From an optimization exercise on the open Yosys and OpenROAD flow, aimed at small area; shortcuts taken in it are not production practice.
Power is estimated from default activity; no workload was simulated.

Setup of run A:
==> flow/design.v <==
`timescale 1ns/1ns
module ALU(sel,sub,A,B,Result,Sum);
	input [1:0] sel;
	input sub;
	input [31:0] A,B;
	output reg [31:0] Result;
	output [31:0] Sum;
	assign Sum = A + (B ^ {32{sub}}) + {31'd0,sub};
	wire lt = (A[31] ^ B[31]) ? A[31] : Sum[31];
	always @(*) begin
		case (sel)
			2'd0: Result = A & B;
			2'd1: Result = A | B;
			2'd2: Result = Sum;
			default: Result = {31'd0, lt};
		endcase
	end
endmodule
`timescale 1ns/1ns
module RegisterFile(clk,rst,we,waddr,wdata,raddr,rdata);
	input clk,rst,we;
	input [4:0] waddr,raddr;
	input [31:0] wdata;
	output reg [31:0] rdata;
	reg [1023:0] mem;
	reg [31:0] valid;
	wire [31:0] wsel = we ? (32'd1 << waddr) : 32'd0;
	wire [31:0] rsel = valid & (32'd1 << raddr);
	integer i;
	always @(posedge clk) begin
		for (i = 0; i < 32; i = i + 1)
			if (wsel[i]) mem[i*32 +: 32] <= wdata;
	end
	always @(posedge clk or posedge rst) begin
		if (rst) valid <= 32'd0;
		else valid <= valid | wsel;
	end
	always @(*) begin
		rdata = 32'd0;
		for (i = 0; i < 32; i = i + 1)
			rdata = rdata | (mem[i*32 +: 32] & {32{rsel[i]}});
	end
endmodule
`timescale 1ns/1ns
module PIPE_Top(clk,rst,InstOut,DMReadData,PCOut,DMAddress,DMWriteData,MemRead,MemWrite);
	input clk,rst;
	input [31:0]InstOut,DMReadData;
	output MemRead,MemWrite;
	output [31:0]DMWriteData,DMAddress,PCOut;
	reg [31:0] pc;
	wire [31:0] pc4 = pc + 32'd4;
	reg [31:0] id_pc4;
	reg [30:0] id_inst_lo;
	reg id_inst_hi;            
	wire [31:0] id_inst = {id_inst_hi, id_inst_lo};
	wire [5:0] op = id_inst[31:26];
	wire [5:0] fn = id_inst[5:0];
	wire [4:0] id_rs = id_inst[25:21];
	wire [4:0] id_rt = id_inst[20:16];
	wire op_r = op == 6'd0, op_addi = op == 6'd1, op_slti = op == 6'd2, op_lw = op == 6'd3, op_sw = op == 6'd4,
	     op_beq = op == 6'd5, op_j = op == 6'd6, op_jr = op == 6'd7, op_jal = op == 6'd8;
	wire d_regwrite = op_r | op_addi | op_slti | op_lw | op_jal;
	wire d_jmp = op_j | op_jr | op_jal;
	wire d_alusrc = op_addi | op_slti | op_lw | op_sw;
	reg [1:0] d_sel; reg d_sub;
	always @(*) begin
		if (op_addi | op_lw | op_sw) begin d_sel = 2'd2; d_sub = 1'b0; end
		else if (op_beq) begin d_sel = 2'd2; d_sub = 1'b1; end
		else if (op_slti) begin d_sel = 2'd3; d_sub = 1'b1; end
		else case (fn)
			6'd1: begin d_sel = 2'd2; d_sub = 1'b0; end
			6'd2: begin d_sel = 2'd2; d_sub = 1'b1; end
			6'd8: begin d_sel = 2'd1; d_sub = 1'b0; end
			6'd16: begin d_sel = 2'd3; d_sub = 1'b1; end
			default: begin d_sel = 2'd0; d_sub = 1'b0; end
		endcase
	end
	reg ex_regwrite, ex_memread, ex_memwrite, ex_branch, ex_jmp;    
	reg ex_jr, ex_jal, ex_alusrc, ex_regdst, ex_sub;
	reg [1:0] ex_sel;
	reg [31:0] ex_pc4, ex_a, ex_b;
	reg [25:0] ex_inst;
	wire [4:0] ex_rs = ex_inst[25:21];
	wire [4:0] ex_rt = ex_inst[20:16];
	wire [4:0] ex_rd = ex_inst[15:11];
	wire stall = ex_memread & ((ex_rt == id_rs) | (ex_rt == id_rt));
	reg ph_p, ph_n;
	wire first_half = ph_p ^ ph_n;
	wire [4:0] raddr = first_half ? id_rt : id_rs;
	wire [31:0] rdata;
	reg [31:0] rt_n;
	reg mem_regwrite; reg [4:0] mem_rd; wire [31:0] wbval;
	RegisterFile rf(clk, rst, mem_regwrite, mem_rd, wbval, raddr, rdata);
	always @(posedge clk or posedge rst)
		if (rst) ph_p <= 1'b0; else ph_p <= ~ph_p;
	always @(negedge clk) begin
		ph_n <= ph_p;
		rt_n <= rdata;
	end
	reg mem_memread, mem_memwrite, mem_taken;     
	reg mem_jal;
	reg [31:0] mem_result, mem_sd;
	reg wb_regwrite;                               
	reg [4:0] wb_rd;
	reg [31:0] wb_val;
	wire fa_mem = mem_regwrite & (mem_rd == ex_rs) & (mem_rd != 5'd0);
	wire fa_wb  = wb_regwrite & (wb_rd == ex_rs) & (wb_rd != 5'd0);
	wire fb_mem = mem_regwrite & (mem_rd == ex_rt) & (mem_rd != 5'd0);
	wire fb_wb  = wb_regwrite & (wb_rd == ex_rt) & (wb_rd != 5'd0);
	wire [31:0] opa = fa_mem ? mem_result : fa_wb ? wb_val : ex_a;
	wire [31:0] rtv = fb_mem ? mem_result : fb_wb ? wb_val : ex_b;
	wire [31:0] imm = {{16{ex_inst[15]}}, ex_inst[15:0]};
	wire [31:0] opb = ex_alusrc ? imm : rtv;
	wire [31:0] alu_res, alu_sum;
	ALU alu(ex_sel, ex_sub, opa, opb, alu_res, alu_sum);
	wire [31:0] target = ex_pc4 + {imm[29:0], 2'b00};
	wire [4:0] ex_dest = ex_jal ? 5'd31 : ex_regdst ? ex_rd : ex_rt;
	assign DMAddress = mem_result;
	assign DMWriteData = mem_sd;
	assign MemRead = mem_memread;
	assign MemWrite = mem_memwrite;
	assign wbval = mem_jal ? mem_sd : mem_memread ? DMReadData : mem_result;
	wire [31:0] jtarget = ex_jr ? opa : {ex_pc4[31:28], ex_inst, 2'b00};
	wire [31:0] npc = ex_jmp ? jtarget : mem_taken ? mem_result : pc4;
	assign PCOut = pc;
	always @(posedge clk or posedge rst) begin
		if (rst) begin
			pc <= 32'd0;
			id_inst_hi <= 1'b1;
			ex_regwrite <= 1'b0; ex_memread <= 1'b0; ex_memwrite <= 1'b0; ex_branch <= 1'b0; ex_jmp <= 1'b0;
			mem_regwrite <= 1'b0; mem_memread <= 1'b0; mem_memwrite <= 1'b0; mem_taken <= 1'b0;
			wb_regwrite <= 1'b0;
		end else begin
			if (!stall) begin
				pc <= npc;
				id_inst_hi <= InstOut[31];
			end
			ex_regwrite <= d_regwrite & ~stall;
			ex_memread <= op_lw & ~stall;
			ex_memwrite <= op_sw & ~stall;
			ex_branch <= op_beq & ~stall;
			ex_jmp <= d_jmp & ~stall;
			mem_regwrite <= ex_regwrite;
			mem_memread <= ex_memread;
			mem_memwrite <= ex_memwrite;
			mem_taken <= ex_branch & (alu_sum == 32'd0);
			wb_regwrite <= mem_regwrite;
		end
	end
	always @(posedge clk) begin
		if (!stall) begin
			id_pc4 <= pc4;
			id_inst_lo <= InstOut[30:0];
		end
		ex_jr <= op_jr; ex_jal <= op_jal; ex_alusrc <= d_alusrc; ex_regdst <= op_r;
		ex_sel <= d_sel; ex_sub <= d_sub;
		ex_pc4 <= id_pc4; ex_inst <= id_inst[25:0];
		ex_a <= rdata; ex_b <= rt_n;
		mem_jal <= ex_jal;
		mem_rd <= ex_dest;
		mem_result <= ex_branch ? target : alu_res;
		mem_sd <= ex_jal ? ex_pc4 : rtv;
		wb_rd <= mem_rd;
		wb_val <= wbval;
	end
endmodule
clock: 8.5 ns
lec_check: 0
cap_margin: 20
core_margin: 2
core_utilization: 30
cts_buf_list: sky130_fd_sc_hd__clkbuf_4
cts_cluster_size: 20
place_density: 0.5
slew_margin: 20
run.sh (not shown) runs the stock make flow with config.mk's settings and CLKGATE_MAP_FILE= SYNTH_SCRIPT=/design/flow/synth_recipe.tcl, a recipe that flattens the netlist after the stock synthesis.
Run A: flow completed, timing, DRC and antenna clean
Edits applied to the flow inputs when going from run A to run B:
- CTS_CLUSTER_SIZE now 30, was 20
- PLACE_DENSITY now 0.65, was 0.5
- CTS_BUF_LIST now sky130_fd_sc_hd__clkbuf_8, was sky130_fd_sc_hd__clkbuf_4
- CORE_UTILIZATION now 50, was 30
==> results.txt <==
- Comparing run B and run A, the lower power was measured on run B.
- Between run A and run B, insertion delay of the later-clocked pin in the worst-skew pair decreased.
- Relative to run A, the routed via count of run B is lower by about 2.3%.
- Synthesized cell count came out exactly the same in run B and run A.
- STATUS wire length: run B wins against run A
No run of this note included a check of the RTL's function; only the layout flow was run.
